This design comes from an exercise in tuning for a short achievable clock period and few clock cycles on the open sky130 flow, not from production work. Function was checked by simulation only, so behaviour that the tests miss may differ from the original. Power and IR drop assume default switching activity.

$ cat run.sh
#!/bin/bash
# synth_recipe.tcl (not shown) runs the flow's synth.tcl, then flattens the netlist and writes it again
# the make line also repeats each setting of config.mk as NAME=value (left out here)
make -C /OpenROAD-flow-scripts/flow DESIGN_CONFIG=/design/flow/config.mk WORK_HOME=/design/flow/orfs CLKGATE_MAP_FILE= SYNTH_SCRIPT=/design/flow/synth_recipe.tcl finish
$ cat config.mk
export PLATFORM = sky130hd
export DESIGN_NAME = CPU
export DESIGN_NICKNAME = CPU
export VERILOG_FILES = /design/flow/design.v
export SDC_FILE = /design/flow/constraint.sdc
export NUM_CORES = 4
export LEC_CHECK = 0
export CAP_MARGIN = 20
export CORE_MARGIN = 2
export CORE_UTILIZATION = 40
export PLACE_DENSITY = 0.6
export SLEW_MARGIN = 20
$ cat constraint.sdc
create_clock -name core_clock -period 13.0 [get_ports {Clock}]
set_input_delay 2.6000 -clock core_clock [delete_from_list [all_inputs] [get_ports {Clock}]]
set_output_delay 2.6000 -clock core_clock [all_outputs]
set_load 0.01 [all_outputs]
$ cat design.v
`timescale 1ns / 1ps
module ALUmod(
    input wire [15:0] A,
    input wire [15:0] B,
    input wire [3:0] opcode,
    output reg [15:0] S,
    input wire [3:0] opext,
    output reg [4:0] CLFZN
    );
always@(A,B,opcode,opext) 
	begin
	  casex({opcode, opext})
	    8'b0000_0101:  
		 begin
		   CLFZN = 0;
		   {CLFZN[4], S} = A + B;
			CLFZN[2] = (~A[15]&~B[15]&S[15]) | (A[15]&B[15]&~S[15]);
		 end
		 8'b0101_xxxx:  
		 begin
			CLFZN = 0;		 
		   {CLFZN[4], S} = A + B;
			CLFZN[2] = (~A[15]&~B[15]&S[15]) | (A[15]&B[15]&S[15]);
		 end
		 8'b0000_0110:  
		 begin
			CLFZN = 0;		 
		   {CLFZN[4], S} = A + B;			 
			CLFZN[2] = CLFZN[4];
		 end
		 8'b0110_xxxx:  
		 begin
			CLFZN = 0;
		   {CLFZN[4],S} = A + B;			 
			CLFZN[2] = CLFZN[4];	 
		 end
		8'b0000_1001:  
		begin
			CLFZN = 0;
			S = B - A;			
			if( A[15] != B[15] && B[15] == S[15]) CLFZN[2] = 1'b1;  
		end
		8'b1001_xxxx:  
		begin
			CLFZN = 0;
			S = B - A;			
			if( A[15] != B[15] && B[15] == S[15]) CLFZN[2] = 1'b1;  
		end 
		8'b0011_xxxx:  
		begin
			CLFZN = {1'b0,
				A > B,
				1'b0,
				A == B,
				$signed(A) > $signed(B)};
			S = 0;
		end 
		8'b1011_xxxx:  
		begin
			CLFZN = {1'b0,
						A > B,
						1'b0,
						A == B,
						$signed(A) > $signed(B)};
		   S = 0;
		end 		
		8'b0000_0001:  
		begin
		   CLFZN = 0;  
			S = A & B;
		end
		8'b0000_0010:  
		begin
			CLFZN = 0; 
			S = A | B;
		end
		8'b0000_0011:  
		begin
			CLFZN = 0;
			S = A ^ B;
		end
		8'b0000_0100:  
		begin
			CLFZN = 0;
			S = !A;
		end
		8'b0000_1100:  
		begin
			CLFZN = 0;
			S = A << 1;
		end
		8'b0000_1110:  
		begin
			CLFZN = 0;
			S = A >> 1;
		end
		8'b1110_xxxx:  
		begin
			CLFZN = 0;
			S = A >> 1;
		end
		8'b0000_0111:  
		begin
			CLFZN = 0;
			S = {A[14:0], A[0]};
		end
		8'b0000_1000:  
		begin
			CLFZN = 0;
			S = {A[15], A[15:1]};
		end
		8'b0000_1101:  
		begin
			CLFZN = 0;
			S = A;
		end
		8'b1000_xxxx:  
		begin
			CLFZN = 0;
			S = A;
		end
		8'b0111_xxxx:  
		begin
			CLFZN = 0;
			S = {A[15:8],B[7:0]};
		end
		default:
		begin
			CLFZN = 0;
			S = 0;
		end
	  endcase
	end
endmodule
`timescale 1ns / 1ps
module BusMux(
    input [1:0] Select,
    input [15:0] InputA,
    input [15:0] InputB,
    input [15:0] InputC,
	 input [15:0] InputD,
    output reg [15:0] Output
    );
	always @(*)
	begin
		case(Select)
			2'h0: Output = InputA;
			2'h1: Output = InputB;
			2'h2: Output = InputC;
			2'h3: Output = InputD;
		endcase
	end
endmodule
module Mux2(
    input [0:0] Select,
    input [15:0] InputA,
    input [15:0] InputB,
    output reg [15:0] Output
    );
	always @(*)
	begin
		case(Select)
			2'h0: Output = InputA;
			2'h1: Output = InputB;
		endcase
	end
endmodule
`timescale 1ns / 1ps
module program_counter(
    input Clock,
    input Reset,
    input increment,
	 input [7:0] In,
    input [15:0] ImmIn,
    input WriteEnable,
    output reg [15:0] PC
    );
always @(posedge Clock, negedge Reset)
begin
	if(~Reset)
		begin
		PC <= 16'H0000;
		end
	else if(WriteEnable == 1'b1)
		begin
		PC <= ImmIn;
		end
	else if(increment == 1'b1)
		begin
		PC <= PC + In;
		PC <= {PC[15],PC[15:0]} + {{9{In[7]}},In[7:0]};
		end
	else
		begin
		PC <= PC;
		end
end
endmodule
`timescale 1ns / 1ps
module Processor_Status_Register(
	 input clock,
	 input reset,
	 input enable,
    input [4:0] CZLFM_in,
    output reg[4:0] CZLFN_out 
    );
always@(posedge clock, negedge reset)
begin
	if (~reset)
		CZLFN_out <= 0;
	else	
	if (enable)
		CZLFN_out <= CZLFM_in;
end
endmodule
`timescale 1ns / 1ps
module Reg16(
    input Clock,
    input Reset,
    input Write,
    input [15:0] In,
    output reg [15:0] Out
    );
	always @(posedge Clock, negedge Reset)
	begin
		if (~Reset)
			Out <= 0;
		else if (Write)
			Out <= In;
	end
endmodule
`timescale 1ns / 1ps
module RegFile2(
    input Clock,
    input Reset,
    input WriteEnable,
    input [3:0] SelectInput,
    input [3:0] SelectA,
    input [3:0] SelectB,
    input [15:0] In,
    output [15:0] A,
    output [15:0] B
    ); 
	 reg [15:0] registers [15:0];
	 always @(posedge Clock, negedge Reset)
	 begin
		if (~Reset)
		begin
		registers[0] <= 16'h0000;
		registers[1] <= 16'h0000;
		registers[2] <= 16'h0000;
		registers[3] <= 16'h0000;
		registers[4] <= 16'h0000;
		registers[5] <= 16'h0000;
		registers[6] <= 16'h0000;
		registers[7] <= 16'h0000;
		registers[8] <= 16'h0000;
		registers[9] <= 16'h0000;
		registers[10] <= 16'h0000;
		registers[11] <= 16'h0000;
		registers[12] <= 16'h0000;
		registers[13] <= 16'h0000;
		registers[14] <= 16'h0000;
		registers[15] <= 16'h0000; 
		end
		else
		begin
			if (WriteEnable)
				registers[SelectInput] <= In;
		end
	end 
	assign A = registers[SelectA];
	assign B = registers[SelectB];
endmodule
`timescale 1ns / 1ps
module SystemClock(
    input Clock,
    input Reset,
    output reg [15:0] Time
    );
	reg [15:0] count;
	always @(posedge Clock, negedge Reset)
	begin
		if (~Reset)
			begin
				Time <= 0;
				count <= 0;
			end
		else
			begin
				if (count > 16'h61a8)
					begin
						Time <= Time + 16'h0001;
						count <= 16'h0000;
					end
				else
					count <= count + 16'h0001;
			end
	end
endmodule
`timescale 1ns / 1ps
module CPU_Controller(
    input Clock,
    input Reset,
    input [15:0] INS,
    input [4:0] PSR,
	 input [7:0] GamePad,
	 input [15:0] SerialDataIn,
	 input SerialValid,
	 input [15:0] Time,
    output reg [3:0] OpCode,
    output reg [3:0] OpExt,
    output reg RegWrite,
    output reg [3:0] RegIn,
    output reg [3:0] RegA,
    output reg [3:0] RegB,
    output reg [15:0] Immediate,
	 output reg [7:0] PCImmediate,
    output reg [1:0] SelALU,
    output reg SelMEM,
    output reg MemRW,
    output reg PCWrite,
    output reg PCIncrement,
    output reg PCReset,
    output reg IRReset,
    output reg IRWrite,
    output reg PSRReset,
	 output reg PSREnable,
	 output reg VGAS_R,
	 output reg VGAS_E,
	 output reg VGAR_R,
	 output reg VGAR_E,
	 output reg SerialWrite,
	 output reg SerialRead
    );
	 reg state;
	always@(posedge Clock, negedge Reset)
	begin
		if (~Reset)
		begin
			state <= 0;
		end
		else
		begin
			state <= ~state;
		end
	end
	always@(*)
	begin
		if (~Reset)
		begin
			OpCode = 0;
			OpExt = 0;
			RegWrite = 0;
			RegA = 0;
			RegB = 0; 
			RegIn = 0;
			Immediate = 0; 
			PCImmediate = 0;
			SelALU = 0;
			SelMEM = 0;
			MemRW = 0;
			PCWrite = 0; 
			PCIncrement = 0;
			PCReset = 0;
			IRReset = 0;
			IRWrite = 0;
			PSRReset = 0;
			PSREnable = 0;
		   VGAS_R = 0;
	      VGAS_E = 0;
	      VGAR_R = 0;
	      VGAR_E = 0;
	      SerialWrite = 0;
			SerialRead = 0;
		end
		else  
		begin
		if (~state)
		begin
			OpCode = 0;
			OpExt = 0;
			RegWrite = 0;
			RegA = 0;
			RegB = 0; 
			RegIn = 0;
			Immediate = 0; 
			PCImmediate = 0;
			SelALU = 0;
			SelMEM = 1;
			MemRW = 0;
			IRWrite = 1;
			PCWrite = 0;
			PCIncrement = 0;
			PCReset = 1;
			IRReset = 1;
			PSRReset = 1;
			PSREnable = 0;
			VGAS_R = 1;
	      VGAS_E = 0;
	      VGAR_R = 1;
	      VGAR_E = 0;
	      SerialWrite = 0;
			SerialRead = 0;
		end
		else
			begin
				PSREnable = 1;
			casex (INS[15:0])
				16'b0000_xxxx_xxxx_xxxx:
					begin
						OpCode = INS[15:12];
						OpExt = INS[11:8];
						RegWrite = 1'b1; 
						RegIn = INS[3:0];
						RegA = INS[7:4];
						RegB = INS[3:0];
						PCImmediate = 8'h01; 
						Immediate = 16'h0000; 
						SelALU = 2'b01; 
						SelMEM = 1'b0; 
						MemRW = 1'b0;
						IRWrite = 1'b0;
						PCWrite = 1'b0;
						PCIncrement = 1'b1; 
						PCReset = 1'b1;
						IRReset = 1'b1;
						PSRReset = 1'b1;
						VGAS_R = 1;
						VGAS_E = 0;
						VGAR_R = 1;
						VGAR_E = 0;
						SerialWrite = 0;
						SerialRead = 0;	
					end
				16'b0001_0000_xxxx_xxxx:
				begin
						OpCode = 4'h0;
						OpExt = 4'h0;
						RegWrite = 1'b0; 
						RegIn = 4'b0;
						RegA = 4'b0;
						RegB = 4'b0;
						if(PSR[1] == 1 || PSR[0] == 1)
							PCImmediate = 8'h01;
						else
							PCImmediate = 8'h02; 
						Immediate = 16'h0000; 
						SelALU = 2'b01; 
						SelMEM = 1'b0; 
						MemRW = 1'b0;
						IRWrite = 1'b0;
						PCWrite = 1'b0;
						PCIncrement = 1'b1; 
						PCReset = 1'b1;
						IRReset = 1'b1;
						PSRReset = 1'b1;
						VGAS_R = 1;
						VGAS_E = 0;
						VGAR_R = 1;
						VGAR_E = 0;
						SerialWrite = 0;
						SerialRead = 0;
				end
				16'b0001_0001_xxxx_xxxx:
				begin
						OpCode = 4'h0;
						OpExt = 4'h0;
						RegWrite = 1'b0; 
						RegIn = 4'b0;
						RegA = 4'b0;
						RegB = 4'b0;
						if(PSR[3] == 1 || PSR[1] == 1)
							PCImmediate = 8'h01;
						else
							PCImmediate = 8'h02; 
						Immediate = 16'h0000; 
						SelALU = 2'b01; 
						SelMEM = 1'b0; 
						MemRW = 1'b0;
						IRWrite = 1'b0;
						PCWrite = 1'b0;
						PCIncrement = 1'b1; 
						PCReset = 1'b1;
						IRReset = 1'b1;
						PSRReset = 1'b1;
						VGAS_R = 1;
						VGAS_E = 0;
						VGAR_R = 1;
						VGAR_E = 0;
						SerialWrite = 0;
						SerialRead = 0;	
				end
				16'b0001_0010_xxxx_xxxx:
				begin
						OpCode = 4'h0;
						OpExt = 4'h0;
						RegWrite = 1'b0; 
						RegIn = 4'b0;
						RegA = 4'b0;
						RegB = 4'b0;
						if(PSR[1] == 1)
							PCImmediate = 8'h01;
						else
							PCImmediate = 8'h02; 
						Immediate = 16'h0000; 
						SelALU = 2'b01; 
						SelMEM = 1'b0; 
						MemRW = 1'b0;
						IRWrite = 1'b0;
						PCWrite = 1'b0;
						PCIncrement = 1'b1; 
						PCReset = 1'b1;
						IRReset = 1'b1;
						PSRReset = 1'b1;
						VGAS_R = 1;
						VGAS_E = 0;
						VGAR_R = 1;
						VGAR_E = 0;
						SerialWrite = 0;
						SerialRead = 0;	
				end
				16'b0001_0011_xxxx_xxxx:
				begin
						OpCode = 4'h0;
						OpExt = 4'h0;
						RegWrite = 1'b0; 
						RegIn = 4'b0;
						RegA = 4'b0;
						RegB = 4'b0;
						if(PSR[1] == 0 && PSR[0] == 0)
							PCImmediate = 8'h01;
						else
							PCImmediate = 8'h02; 
						Immediate = 16'h0000; 
						SelALU = 2'b01; 
						SelMEM = 1'b0; 
						MemRW = 1'b0;
						IRWrite = 1'b0;
						PCWrite = 1'b0;
						PCIncrement = 1'b1; 
						PCReset = 1'b1;
						IRReset = 1'b1;
						PSRReset = 1'b1;
						VGAS_R = 1;
						VGAS_E = 0;
						VGAR_R = 1;
						VGAR_E = 0;
						SerialRead = 0;
						SerialWrite = 0;						
				end
				16'b0001_0100_xxxx_xxxx:
				begin
						OpCode = 4'h0;
						OpExt = 4'h0;
						RegWrite = 1'b0; 
						RegIn = 4'b0;
						RegA = 4'b0;
						RegB = 4'b0;
						if(PSR[3] == 0)
							PCImmediate = 8'h01;
						else
							PCImmediate = 8'h02; 
						Immediate = 16'h0000; 
						SelALU = 2'b01; 
						SelMEM = 1'b0; 
						MemRW = 1'b0;
						IRWrite = 1'b0;
						PCWrite = 1'b0;
						PCIncrement = 1'b1; 
						PCReset = 1'b1;
						IRReset = 1'b1;
						PSRReset = 1'b1;
						VGAS_R = 1;
						VGAS_E = 0;
						VGAR_R = 1;
						VGAR_E = 0;
						SerialRead = 0;
						SerialWrite = 0;						
				end				
				16'b0011_xxxx_xxxx_xxxx:
				begin 
						OpCode = INS[15:12];
						OpExt = INS[11:8];
						RegWrite = 1'b0;
						RegIn = 4'h0;
						RegA = INS[7:4];
						RegB = INS[3:0];
						PCImmediate = 8'h01;
						Immediate = 16'h0000; 
						SelALU = 2'b01; 
						SelMEM = 1'b0; 
						MemRW = 1'b0;
						IRWrite = 1'b0;
						PCWrite = 1'b0;
						PCIncrement = 1'b1; 
						PCReset = 1'b1;
						IRReset = 1'b1;
						PSRReset = 1'b1;
						VGAS_R = 1;
						VGAS_E = 0;
						VGAR_R = 1;
						VGAR_E = 0;
						SerialRead = 0;
						SerialWrite = 0;						
				end
				16'b0101_xxxx_xxxx_xxxx:
				begin
						OpCode = INS[15:12];
						OpExt = INS[11:8];
						RegWrite = 1'b1;
						RegIn = INS[3:0];
						RegA = 4'h0;
						RegB = INS[3:0];
						PCImmediate = 8'h01;
						Immediate = {{8{INS[11]}},INS[11:4]}; 
						SelALU = 2'b00; 
						SelMEM = 1'b0; 
						MemRW = 1'b0;
						IRWrite = 1'b0;
						PCWrite = 1'b0;
						PCIncrement = 1'b1; 
						PCReset = 1'b1;
						IRReset = 1'b1;
						PSRReset = 1'b1;
						VGAS_R = 1;
						VGAS_E = 0;
						VGAR_R = 1;
						VGAR_E = 0;
						SerialRead = 0;
						SerialWrite = 0;						
				end
				16'b0110_xxxx_xxxx_xxxx:
				begin
						OpCode = INS[15:12];
						OpExt = INS[11:8];
						RegWrite = 1'b1;
						RegIn = INS[3:0];
						RegA = 4'h0;
						RegB = INS[3:0];
						PCImmediate = 8'h01;
						Immediate = {{8{1'b0}},INS[11:4]}; 
						SelALU = 2'b00; 
						SelMEM = 1'b0; 
						MemRW = 1'b0;
						IRWrite = 1'b0;
						PCWrite = 1'b0;
						PCIncrement = 1'b1; 
						PCReset = 1'b1;
						IRReset = 1'b1;
						PSRReset = 1'b1;
						VGAS_R = 1;
						VGAS_E = 0;
						VGAR_R = 1;
						VGAR_E = 0;
						SerialRead = 0;
						SerialWrite = 0;						
				end
				16'b0111_xxxx_xxxx_xxxx:
				begin
						OpCode = INS[15:12];
						OpExt = INS[11:8];
						RegWrite = 1'b1;
						RegIn = INS[3:0];
						RegA = 4'h0;
						RegB = INS[3:0];
						PCImmediate = 8'h01;
						Immediate = {INS[11:4],{8{1'b0}}}; 
						SelALU = 2'b00; 
						SelMEM = 1'b0; 
						MemRW = 1'b0;
						IRWrite = 1'b0;
						PCWrite = 1'b0;
						PCIncrement = 1'b1; 
						PCReset = 1'b1;
						IRReset = 1'b1;
						PSRReset = 1'b1;
						VGAS_R = 1;
						VGAS_E = 0;
						VGAR_R = 1;
						VGAR_E = 0;
						SerialRead = 0;
						SerialWrite = 0;						
				end		
				16'b1000_xxxx_xxxx_xxxx:
				begin
						OpCode = INS[15:12];
						OpExt = INS[11:8];
						RegWrite = 1'b1;
						RegIn = INS[3:0];
						RegA = 4'h0;
						RegB = INS[3:0];
						PCImmediate = 8'h01;
						Immediate = {{8{1'b0}},INS[11:4]}; 
						SelALU = 2'b00; 
						SelMEM = 1'b0; 
						MemRW = 1'b0;
						IRWrite = 1'b0;
						PCWrite = 1'b0;
						PCIncrement = 1'b1; 
						PCReset = 1'b1;
						IRReset = 1'b1;
						PSRReset = 1'b1;
						VGAS_R = 1;
						VGAS_E = 0;
						VGAR_R = 1;
						VGAR_E = 0;
						SerialRead = 0;
						SerialWrite = 0;						
				end
				16'b1001_xxxx_xxxx_xxxx:
				begin
						OpCode = INS[15:12];
						OpExt = INS[11:8];
						RegWrite = 1'b1;
						RegIn = INS[3:0];
						RegA = 4'h0;
						RegB = INS[3:0];
						PCImmediate = 8'h01;
						Immediate = {{8{INS[11]}},INS[11:4]}; 
						SelALU = 2'b00; 
						SelMEM = 1'b0; 
						MemRW = 1'b0;
						IRWrite = 1'b0;
						PCWrite = 1'b0;
						PCIncrement = 1'b1; 
						PCReset = 1'b1;
						IRReset = 1'b1;
						PSRReset = 1'b1;
						VGAS_R = 1;
						VGAS_E = 0;
						VGAR_R = 1;
						VGAR_E = 0;
						SerialRead = 0;
						SerialWrite = 0;						
				end
				16'b1010_0000_xxxx_xxxx:
				begin
						OpCode = 4'h0;
						OpExt = 4'h0;
						RegWrite = 1'b0; 
						RegIn = 4'b0;
						RegA = 4'b0;
						RegB = 4'b0;
						if(PSR[1] == 1 || PSR[0] == 1)
							PCImmediate = INS[7:0];
						else
							PCImmediate = 8'h01; 
						Immediate = 16'h0000; 
						SelALU = 2'b01; 
						SelMEM = 1'b0; 
						MemRW = 1'b0;
						IRWrite = 1'b0;
						PCWrite = 1'b0;
						PCIncrement = 1'b1; 
						PCReset = 1'b1;
						IRReset = 1'b1;
						PSRReset = 1'b1;
						VGAS_R = 1;
						VGAS_E = 0;
						VGAR_R = 1;
						VGAR_E = 0;
						SerialRead = 0;
						SerialWrite = 0;						
				end
				16'b1010_0001_xxxx_xxxx:
				begin
						OpCode = 4'h0;
						OpExt = 4'h0;
						RegWrite = 1'b0; 
						RegIn = 4'b0;
						RegA = 4'b0;
						RegB = 4'b0;
						if(PSR[3] == 1 || PSR[1] == 1)
							PCImmediate = INS[7:0];
						else
							PCImmediate = 8'h01; 
						Immediate = 16'h0000; 
						SelALU = 2'b01; 
						SelMEM = 1'b0; 
						MemRW = 1'b0;
						IRWrite = 1'b0;
						PCWrite = 1'b0;
						PCIncrement = 1'b1; 
						PCReset = 1'b1;
						IRReset = 1'b1;
						PSRReset = 1'b1;
						VGAS_R = 1;
						VGAS_E = 0;
						VGAR_R = 1;
						VGAR_E = 0;
						SerialRead = 0;
						SerialWrite = 0;						
				end
				16'b1010_0010_xxxx_xxxx:
				begin
						OpCode = 4'h0;
						OpExt = 4'h0;
						RegWrite = 1'b0; 
						RegIn = 4'b0;
						RegA = 4'b0;
						RegB = 4'b0;
						if(PSR[1] == 1)
							PCImmediate = INS[7:0];
						else
							PCImmediate = 8'h01; 
						Immediate = 16'h0000; 
						SelALU = 2'b01; 
						SelMEM = 1'b0; 
						MemRW = 1'b0;
						IRWrite = 1'b0;
						PCWrite = 1'b0;
						PCIncrement = 1'b1; 
						PCReset = 1'b1;
						IRReset = 1'b1;
						PSRReset = 1'b1;
						VGAS_R = 1;
						VGAS_E = 0;
						VGAR_R = 1;
						VGAR_E = 0;
						SerialRead = 0;
						SerialWrite = 0;						
				end
				16'b1010_0011_xxxx_xxxx:
				begin
						OpCode = 4'h0;
						OpExt = 4'h0;
						RegWrite = 1'b0; 
						RegIn = 4'b0;
						RegA = 4'b0;
						RegB = 4'b0;
						if(PSR[1] == 0 && PSR[0] == 0)
							PCImmediate = INS[7:0];
						else
							PCImmediate = 8'h01; 
						Immediate = 16'h0000; 
						SelALU = 2'b01; 
						SelMEM = 1'b0; 
						MemRW = 1'b0;
						IRWrite = 1'b0;
						PCWrite = 1'b0;
						PCIncrement = 1'b1; 
						PCReset = 1'b1;
						IRReset = 1'b1;
						PSRReset = 1'b1;
						VGAS_R = 1;
						VGAS_E = 0;
						VGAR_R = 1;
						VGAR_E = 0;
						SerialRead = 0;
						SerialWrite = 0;						
				end
				16'b1010_0100_xxxx_xxxx:
				begin
						OpCode = 4'h0;
						OpExt = 4'h0;
						RegWrite = 1'b0; 
						RegIn = 4'b0;
						RegA = 4'b0;
						RegB = 4'b0;
						if(PSR[3] == 0)
							PCImmediate = INS[7:0];
						else
							PCImmediate = 8'h01; 
						Immediate = 16'h0000; 
						SelALU = 2'b01; 
						SelMEM = 1'b0; 
						MemRW = 1'b0;
						IRWrite = 1'b0;
						PCWrite = 1'b0;
						PCIncrement = 1'b1; 
						PCReset = 1'b1;
						IRReset = 1'b1;
						PSRReset = 1'b1;
						VGAS_R = 1;
						VGAS_E = 0;
						VGAR_R = 1;
						VGAR_E = 0;
						SerialRead = 0;
						SerialWrite = 0;						
				end
				16'b1010_0101_xxxx_xxxx:
				begin
						OpCode = 4'h0;
						OpExt = 4'h0;
						RegWrite = 1'b0; 
						RegIn = 4'b0;
						RegA = 4'b0;
						RegB = 4'b0;
						PCImmediate = INS[7:0]; 
						Immediate = 16'h0000; 
						SelALU = 2'b01; 
						SelMEM = 1'b0; 
						MemRW = 1'b0;
						IRWrite = 1'b0;
						PCWrite = 1'b0;
						PCIncrement = 1'b1; 
						PCReset = 1'b1;
						IRReset = 1'b1;
						PSRReset = 1'b1;
						VGAS_R = 1;
						VGAS_E = 0;
						VGAR_R = 1;
						VGAR_E = 0;
						SerialRead = 0;
						SerialWrite = 0;						
				end				
				16'b1100_0000_xxxx_xxxx:
				begin
						OpCode = 4'b0000;
						OpExt = 4'b1101;
						RegWrite = 1'b0; 
						RegIn = 4'b0;
						RegA = INS[7:4];
						RegB = 4'b0;
						PCImmediate = 8'h00;
						Immediate = 16'h0000; 
						SelALU = 2'b01; 
						SelMEM = 1'b0; 
						MemRW = 1'b0;
						IRWrite = 1'b0;
						PCWrite = 1'b1;
						PCIncrement = 1'b0; 
						PCReset = 1'b1;
						IRReset = 1'b1;
						PSRReset = 1'b1;
						VGAS_R = 1;
						VGAS_E = 0;
						VGAR_R = 1;
						VGAR_E = 0;
						SerialRead = 0;
						SerialWrite = 0;						
				end
				16'b1100_0001_xxxx_xxxx:
				begin
						OpCode = 4'b0000;
						OpExt = 4'b1101;
						RegWrite = 1'b1; 
						RegIn = INS[3:0];
						RegA = 4'b0;
						RegB = 4'b0;
						PCImmediate = 8'h01;
						Immediate = 16'h0000; 
						SelALU = 2'b11; 
						SelMEM = 1'b0; 
						MemRW = 1'b0;
						IRWrite = 1'b0;
						PCWrite = 1'b0;
						PCIncrement = 1'b1; 
						PCReset = 1'b1;
						IRReset = 1'b1;
						PSRReset = 1'b1;
						VGAS_R = 1;
						VGAS_E = 0;
						VGAR_R = 1;
						VGAR_E = 0;
						SerialRead = 0;
						SerialWrite = 0;						
				end
				16'b1011_xxxx_xxxx_xxxx:
				begin 
						OpCode = INS[15:12];
						OpExt = INS[11:8];
						RegWrite = 1'b0;
						RegIn = 4'h0;
						RegA = INS[7:4];
						RegB = INS[3:0];
						PCImmediate = 8'h01;
						Immediate = {{8{INS[11]}},INS[11:4]}; 
						SelALU = 2'b00; 
						SelMEM = 1'b0; 
						MemRW = 1'b0;
						IRWrite = 1'b0;
						PCWrite = 1'b0;
						PCIncrement = 1'b1; 
						PCReset = 1'b1;
						IRReset = 1'b1;
						PSRReset = 1'b1;
						VGAS_R = 1;
						VGAS_E = 0;
						VGAR_R = 1;
						VGAR_E = 0;
						SerialRead = 0;
						SerialWrite = 0;						
				end
				16'b0100_0000_XXXX_XXXX:
				begin
						OpCode = 4'b0000;
						OpExt = 4'b1101;
						RegWrite = 1'b1;
						RegIn = INS[3:0];
						RegA = 4'h0;
						RegB = INS[7:4];
						PCImmediate = 8'h01;
						Immediate = 16'h0000; 
						SelALU = 2'b10; 
						SelMEM = 1'b0; 
						MemRW = 1'b0;
						IRWrite = 1'b0;
						PCWrite = 1'b0;
						PCIncrement = 1'b1; 
						PCReset = 1'b1;
						IRReset = 1'b1;
						PSRReset = 1'b1;
						VGAS_R = 1;
						VGAS_E = 0;
						VGAR_R = 1;
						VGAR_E = 0;
						SerialRead = 0;
						SerialWrite = 0;						
				end
				16'b0100_0001_XXXX_XXXX:
				begin
						OpCode = 4'b0000;
						OpExt = 4'b1101;
						RegWrite = 1'b0;
						RegIn = 4'h0;
						RegA = INS[3:0];
						RegB = INS[7:4];
						PCImmediate = 8'h01;
						Immediate = 16'h0000; 
						SelALU = 2'b01; 
						SelMEM = 1'b0; 
						MemRW = 1'b1;
						IRWrite = 1'b1;
						PCWrite = 1'b0;
						PCIncrement = 1'b1; 
						PCReset = 1'b1;
						IRReset = 1'b1;
						PSRReset = 1'b1;
						VGAS_R = 1;
						VGAS_E = 0;
						VGAR_R = 1;
						VGAR_E = 0;
						SerialRead = 0;
						SerialWrite = 0;						
				end
				16'b1101_0000_xxxx_xxxx:
				begin
						OpCode = 4'b0000;
						OpExt = 4'b1101;
						RegWrite = 1'b0;
						RegIn = 4'h0;
						RegA = INS[7:4];
						RegB = 4'h0;
						PCImmediate = 8'h01;
						Immediate = 16'h0000; 
						SelALU = 2'b01; 
						SelMEM = 1'b0; 
						MemRW = 1'b0;
						IRWrite = 1'b0;
						PCWrite = 1'b0;
						PCIncrement = 1'b1; 
						PCReset = 1'b1;
						IRReset = 1'b1;
						PSRReset = 1'b1;
						VGAS_R = 1;
						VGAS_E = 1;
						VGAR_R = 1;
						VGAR_E = 0;
						SerialRead = 0;
						SerialWrite = 0;						
				end	
				16'b1101_0001_xxxx_xxxx:
				begin
						OpCode = 4'b0000;
						OpExt = 4'b1101;
						RegWrite = 1'b0;
						RegIn = 4'h0;
						RegA = INS[7:4];
						RegB = 4'h0;
						PCImmediate = 8'h01;
						Immediate = 16'h0000; 
						SelALU = 2'b01; 
						SelMEM = 1'b0; 
						MemRW = 1'b0;
						IRWrite = 1'b0;
						PCWrite = 1'b0;
						PCIncrement = 1'b1; 
						PCReset = 1'b1;
						IRReset = 1'b1;
						PSRReset = 1'b1;
						VGAS_R = 1;
						VGAS_E = 0;
						VGAR_R = 1;
						VGAR_E = 1;
						SerialRead = 0;
						SerialWrite = 0;						
				end	
				16'b1101_0010_xxxx_xxxx:
				begin
						OpCode = 4'b0000;
						OpExt = 4'b1101;
						RegWrite = SerialValid; 
						RegIn = INS[3:0];
						RegA = 4'b0;
						RegB = 4'b0;
						if(~SerialValid)
							PCImmediate = 8'h01;
						else
							PCImmediate = 8'h02; 
						Immediate = SerialDataIn; 
						SelALU = 2'b00; 
						SelMEM = 1'b0; 
						MemRW = 1'b0;
						IRWrite = 1'b0;
						PCWrite = 1'b0;
						PCIncrement = 1'b1; 
						PCReset = 1'b1;
						IRReset = 1'b1;
						PSRReset = 1'b1;
						VGAS_R = 1;
						VGAS_E = 0;
						VGAR_R = 1;
						VGAR_E = 0;
						SerialRead = 1;
						SerialWrite = 0;						
				end
				16'b1101_0011_xxxx_xxxx:
				begin
						OpCode = 4'b0000;
						OpExt = 4'b1101;
						RegWrite = 1'b0; 
						RegIn = 4'b0;
						RegA = INS[7:4];
						RegB = 4'b0;
						PCImmediate = 8'h01; 
						Immediate = 16'h0000; 
						SelALU = 2'b01; 
						SelMEM = 1'b0; 
						MemRW = 1'b0;
						IRWrite = 1'b0;
						PCWrite = 1'b0;
						PCIncrement = 1'b1; 
						PCReset = 1'b1;
						IRReset = 1'b1;
						PSRReset = 1'b1;
						VGAS_R = 1;
						VGAS_E = 0;
						VGAR_R = 1;
						VGAR_E = 0;
						SerialRead = 0;
						SerialWrite = 1;						
				end				
				16'b1101_0100_xxxx_xxxx:
				begin
						OpCode = 4'b0000;
						OpExt = 4'b1101;
						RegWrite = 1'b1;
						RegIn = INS[3:0];
						RegA = 4'h0;
						RegB = 4'h0;
						PCImmediate = 8'h01;
						Immediate = {8'h00,GamePad[7:0]}; 
						SelALU = 2'b00; 
						SelMEM = 1'b0; 
						MemRW = 1'b0;
						IRWrite = 1'b0;
						PCWrite = 1'b0;
						PCIncrement = 1'b1; 
						PCReset = 1'b1;
						IRReset = 1'b1;
						PSRReset = 1'b1;
						VGAS_R = 1;
						VGAS_E = 0;
						VGAR_R = 1;
						VGAR_E = 0;
						SerialRead = 0;
						SerialWrite = 0;						
				end
				16'b1101_0101_xxxx_xxxx:
				begin
						OpCode = 4'b0000;
						OpExt = 4'b1101;
						RegWrite = 1'b1;
						RegIn = INS[3:0];
						RegA = 4'h0;
						RegB = 4'h0;
						PCImmediate = 8'h01;
						Immediate = Time; 
						SelALU = 2'b00; 
						SelMEM = 1'b0; 
						MemRW = 1'b0;
						IRWrite = 1'b0;
						PCWrite = 1'b0;
						PCIncrement = 1'b1; 
						PCReset = 1'b1;
						IRReset = 1'b1;
						PSRReset = 1'b1;
						VGAS_R = 1;
						VGAS_E = 0;
						VGAR_R = 1;
						VGAR_E = 0;
						SerialRead = 0;
						SerialWrite = 0;						
				end								
				16'bXXXX_XXXX_XXXX_XXXX:
				begin
						OpCode = 0;
						OpExt = 0;
						RegWrite = 1'b0;
						RegIn = 0;
						RegA = 0;
						RegB = 0;
						PCImmediate = 8'h01;
						Immediate = {{8{1'b1}},INS[11:4]}; 
						SelALU = 2'b00; 
						SelMEM = 2'b00; 
						MemRW = 1'b0;
						IRWrite = 1'b0;
						PCWrite = 1'b0;
						PCIncrement = 1'b1; 
						PCReset = 1'b1;
						IRReset = 1'b1;
						PSRReset = 1'b1;
						VGAS_R = 1;
						VGAS_E = 0;
						VGAR_R = 1;
						VGAR_E = 0;
						SerialRead = 0;
						SerialWrite = 0;						
				end
			endcase
			end
		end
	end
endmodule
`timescale 1ns / 1ps
module CPU(
    input Clock,
    input Reset,
    input [15:0] Mem_Data,
	 input SerialValid,
	 input [15:0] SerialDataIn,
	 input [7:0] GamePad,
    output [15:0] Mem_Addr,
    output Mem_Write,
    output [15:0] Data_Out,
	 output [15:0] VGA_Start,
	 output [15:0] VGA_Row,
	 output SerialSend,
	 output SerialRead,
	 output [15:0] SerialDataOut
    );
	 wire [15:0] INS_TO_CPU;
	 wire [4:0] PSR_TO_CPU;
	 wire [3:0] OpCode;
	 wire [3:0] OpExt;
	 wire [3:0] RegIn;
	 wire [3:0] RegA;
	 wire [3:0] RegB;
	 wire [15:0] Immediate;
	 wire [7:0] PCImmediate;
	 wire [1:0] SelALU;
	 wire [15:0] A_to_Mux;
	 wire [15:0] A_to_ALU;
	 wire [15:0] B;
	 wire [15:0] S;
	 wire [15:0] PC_OUT;
	 wire [4:0] ALU_TO_PSR;
	 wire [15:0] Time;
	 CPU_Controller CPU_Control(Clock, Reset, INS_TO_CPU, PSR_TO_CPU, 
											GamePad, SerialDataIn, SerialValid, Time,
											OpCode, OpExt, RegWrite, RegIn, RegA, RegB, 
											Immediate, PCImmediate, SelALU, SelMEM, 
											Mem_Write, PCWrite, PCIncrement, 
											PCReset, IRReset, IRWrite, PSRReset, PSREnable,
											VGAS_R, VGAS_E, VGAR_R, VGAR_E,
											SerialSend, SerialRead);
	 RegFile2 rf(Clock, Reset, RegWrite, RegIn, RegA, RegB, S, A_to_Mux, B);
	 ALUmod brain(A_to_ALU, B, OpCode, S, OpExt, ALU_TO_PSR);
	 BusMux alu_mux(SelALU, Immediate, A_to_Mux, Mem_Data, PC_OUT, A_to_ALU);
	 Mux2 mem_mux(SelMEM, B, PC_OUT, Mem_Addr);
	 program_counter pc(Clock, PCReset, PCIncrement, PCImmediate, S, PCWrite, PC_OUT);
	 Processor_Status_Register psr( Clock, PSRReset, PSREnable, ALU_TO_PSR, PSR_TO_CPU);
	 Reg16 InstructionRegister( Clock, IRReset,IRWrite, Mem_Data, INS_TO_CPU);
	 Reg16 VGASRegister( Clock, VGAS_R, VGAS_E, S, VGA_Start);
	 Reg16 VGARRegister( Clock, VGAR_R, VGAR_E, S, VGA_Row);
	 SystemClock timer(Clock, Reset, Time);
	 assign Data_Out = S;
	 assign SerialDataOut = S;
endmodule
==> summary.md <==
| Metric | Value |
|---|---|
| Vias in the first global route | `22900` |
| Die width | `246 um` |
| Yosys top cell area share | `37.9%` |
| Final core occ | `47.4%` |
| Endpoints failing hold | `0` |
| PortBufs | `125` |
| Slew HR | `22.5%` |
| Initial core utilization | `40.6%` |
| Post-synth top cells | `dfrtp_1, nor2_1, a21oi_1` |
| Final period utilization | `97.2%` |
| Startpoint class of the critical path | `input pin` |
| Kind of critical path | `input pin to primary output` |
| Max Clk Rate | `79.2 MHz` |
| Gpl congestion | `1.04` |
| DRC | `0` |
| Status | `no timing/DRC/antenna violations` |
| First-pass DRT Iterations | `9` |
| Yosys cell types | `101` |
| Cell count after synthesis | `2645` |
| Worst VDD drop | `0.133 mV` |
| Final worst clock skew | `0.0312 ns` |
| Routed vias/inst | `6.79` |
| Hold Path Class | `flop to flop` |
| Storage cell area | `8910 sq um` |
| DP Area | `25900 sq um` |
| Leading area contributor after synthesis | `dfrtp_1` |
| Int Pwr | `2.72 mW` |
| Die Ht | `246 um` |
| Syn_nets | `2773` |
| Clock Pin Slew Worst Setup and Hold Paths | `0.06 ns` |
| DR iter-0 viols | `3309` |
| Sw Pwr | `2.03 mW` |
| Post-synth top flop | `dfrtp_1` |
| Leakage Power | `11.7 nW` |
| Post-Syn Area | `23500 sq um` |
| Average wire per standard cell | `32.8 um` |
| Shortest period the worst path allows | `12.63 ns` |
| Max-slew violation count | `0` |
| # Post-CTS Setup Buffers | `0` |
| Ratio of cells with drive above 1 in the final layout | `15.6%` |
| Ys Warns | `23` |
| Unrepaired setup endpoints after global routing | `false` |
| DP HPWL | `83.8 mm` |
| Critical register-to-register path startpoint | `InstructionRegister.Out[9]` |
| Synth async-reset ratio | `100%` |
| EDFF count, synth | `0` |
| Worst hold start | `VGARRegister.Out[6]` |
| # setup viols final | `0` |
| First-pass GRT wire length | `165 mm` |
| Avg Cell Area, Syn | `8.88 sq um` |
| Clock Latency Late Sink | `0.60 ns` |
| Initial antenna violation count | `4` |
| Reg power frac | `32.1%` |
| H-Tree Depth | `2` |
| Critical Path Source | `Reset` |
| Most common cell in the netlist | `dfrtp_1` |
| Root Driver | `clkbuf_16` |
| Clock tree sinks | `356` |
| Comb pwr share | `41.1%` |
| Fin nets | `2859` |
| # fillers | `5683` |
| Total track usage | `37.7%` |
| Total number of vias | `24000` |
| Data arrival, critical path | `10.03 ns` |
| Die area | `60700 sq um` |
| CTS Hold Bufs | `0` |
| Fin area | `27400 sq um` |
| Drt total wl | `116 mm` |
| Yosys reg bits | `356` |
| Core footprint | `57900 sq um` |
| Setup tns final | `0 ns` |
| Max cap viols | `0` |
| TritonCTS clock tree | `done` |
| Switching share of total power | `42.7%` |
| Area grow syn2layout | `16.7%` |
| CP max FO | `59` |
| Clk pwr share | `26.8%` |
| Antenna viol nets, final | `0` |
| Worst setup EP type | `primary output` |
| Power per cell area | `173 nW/um^2` |
| PostCTS Resize Cnt | `0` |
| CP Data Required Time | `10.40 ns` |
| CTS Buffer Depth | `3` |
| CTS buffer count | `43` |
| Total gr overflow | `0` |
| Area contributors post-synth | `dfrtp_1, mux2_2, a21oi_1, ha_1, nor2_1` |
| Ports | `126` |
| Area of the multi-input gates | `13400 sq um` |
| Sequential share of the synthesized area | `37.9%` |
| Largest net degree at the start of global routing | `82` |
| Std-Cell Rows | `88` |
| Least-Margin Pin Slew | `1.16 ns` |
## state kept, by name (all words and copies together) (netlist names)
signal / flops
psr.CZLFN_out: 3
timer.Time: 16
pc.PC: 16
rf.registers: 256
VGASRegister.Out: 16
timer.count: 16
InstructionRegister.Out: 16
CPU_Control.state: 1
VGARRegister.Out: 16
## placed cells by master, fill, tap and decap left out, drive strengths merged, types with 28 or more instances in the layout
cell	Yosys	final
dfrtp	356	356
nor2	262	262
a21oi	218	218
nand2	208	208
o21ai	177	177
buf	64	144
mux2	128	128
clkdlybuf4s50	0	124
a22oi	102	102
inv	88	95
ha	82	82
nand3	68	68
clkbuf	163	48
a222oi	47	47
a221oi	40	40
and3	38	38
nor3	38	38
nand4	32	32
a31oi	29	29
a22o	28	28
## per-layer routing
layer  vias up  wire, um  GRT usage [%]
met5         -        11              0
met4         2      7720           21.4
met3       428     10900           8.14
met2      1500     50800           57.7
met1     11900     46300           49.1
li1      10100         -              -
## critical path: stages
cell and delay (ns):
buf_8 0.36, nand2_2 0.34, nor4_1 0.34, o21ai_1 0.41
and2_1 0.51, buf_4 0.31, a221oi_1 0.63, a21oi_1 0.30
a2111o_1 0.39, o21a_1 0.29, ha_1 0.46, o21ai_0 0.23
a21oi_1 0.25, o211ai_1 0.15, a2111oi_0 0.41, buf_4 0.19
o31ai_1 0.10, o31ai_1 0.30, o221a_2 0.24, o2111a_1 0.51
inv_1 0.11, clkdlybuf4s50_1 0.50
## stage by stage
stage / setup slack, ns / hold WS [ns] / std cells / power, mW
2_1_floorplan: 2.21 / 0.445 / 2645 / 2.51
3_3_place_gp: 0.799 / 0.468 / 3449 / 3.42
3_5_place_dp: 0.724 / 0.475 / 3450 / 3.43
4_1_cts: 0.712 / 0.488 / 3528 / 4.72
5_1_grt: 0.351 / 0.514 / 3529 / 4.94
6_report: 0.370 / 0.487 / 3530 / 4.75
## path summary, 6_finish.rpt
path                       cells past startpoint  slack [ns]                    to
max reg2reg                                   21        4.62  rf.registers[11][14]
max                                           22        0.37          Data_Out[14]
min                                            2        0.49   VGARRegister.Out[6]
min reg2reg                                    2        0.49   VGARRegister.Out[6]
max in group asynchronous                      3        9.17   rf.registers[3][10]
min in group asynchronous                      1        1.92       timer.count[10]
## power by group through the flow
stage	sequential [mW]	combinational (mW)	clock, mW
final	1.53	1.95	1.27
after floorplan	1.41	1.10	0
after CTS	1.51	1.91	1.29
after global routing	1.53	2.06	1.35
after detailed placement	1.53	1.90	0
after global placement	1.53	1.88	0
## final cells by class
cell class	count	share of cell area, %
Inverter	90	1.24
Sequential cell	356	32.5
Multi-Input combinational cell	1972	48.8
Antenna cell	1	0.00912
Clock buffer	48	4.14
Tap cell	765	3.49
Timing Repair Buffer	268	8.58
Clock inverter	30	1.28
## cell families (layout without fill, tap and decap cells)
family | Yosys count | count (layout) | share of synthesized area, %
AO/OA/AOI/OAI | 910 | 910 | 27.1
other | 1 | 2 | 0.0160
multiplexers | 135 | 135 | 6.43
XOR/XNOR | 40 | 40 | 1.49
buffers and inverters | 317 | 436 | 5.77
flip-flops | 356 | 356 | 37.9
AND/OR/NAND/NOR | 801 | 801 | 16.7
adder cells (fa/ha/maj) | 85 | 85 | 4.62
Testbench counts, summed over its fixed seeds: cycles 134,012.

-- afterwards: timing with drivers on the ports --
How much do the figures lean on ideal ports? The routed layout below was timed once more, with nothing changed but the port constraints. Step 1 assumes that a clkbuf_16 drives the clock port and a buf_2 every other input. Step 2 moves the port delays by t, midway between the first and last clock arrival at a register: inputs arrive t later, outputs are due t later. That takes back most of the time a late clock gives input paths. Three values: ideal ports, drivers, drivers and shift; two values: the first two.
t (ns): 0.653
setup WS [ns]: 0.370 / 0.318 / 0.318
hold slack, ns: 0.487 / 0.487 / 0.487
worst setup path after step 2: input to output
clock arrival spread, ns: 0.031 / 0.031
After both steps setup and hold are still met in this run. For this run, drivers alone change the setup slack by -0.052 ns; drivers and shift together by -0.052 ns.
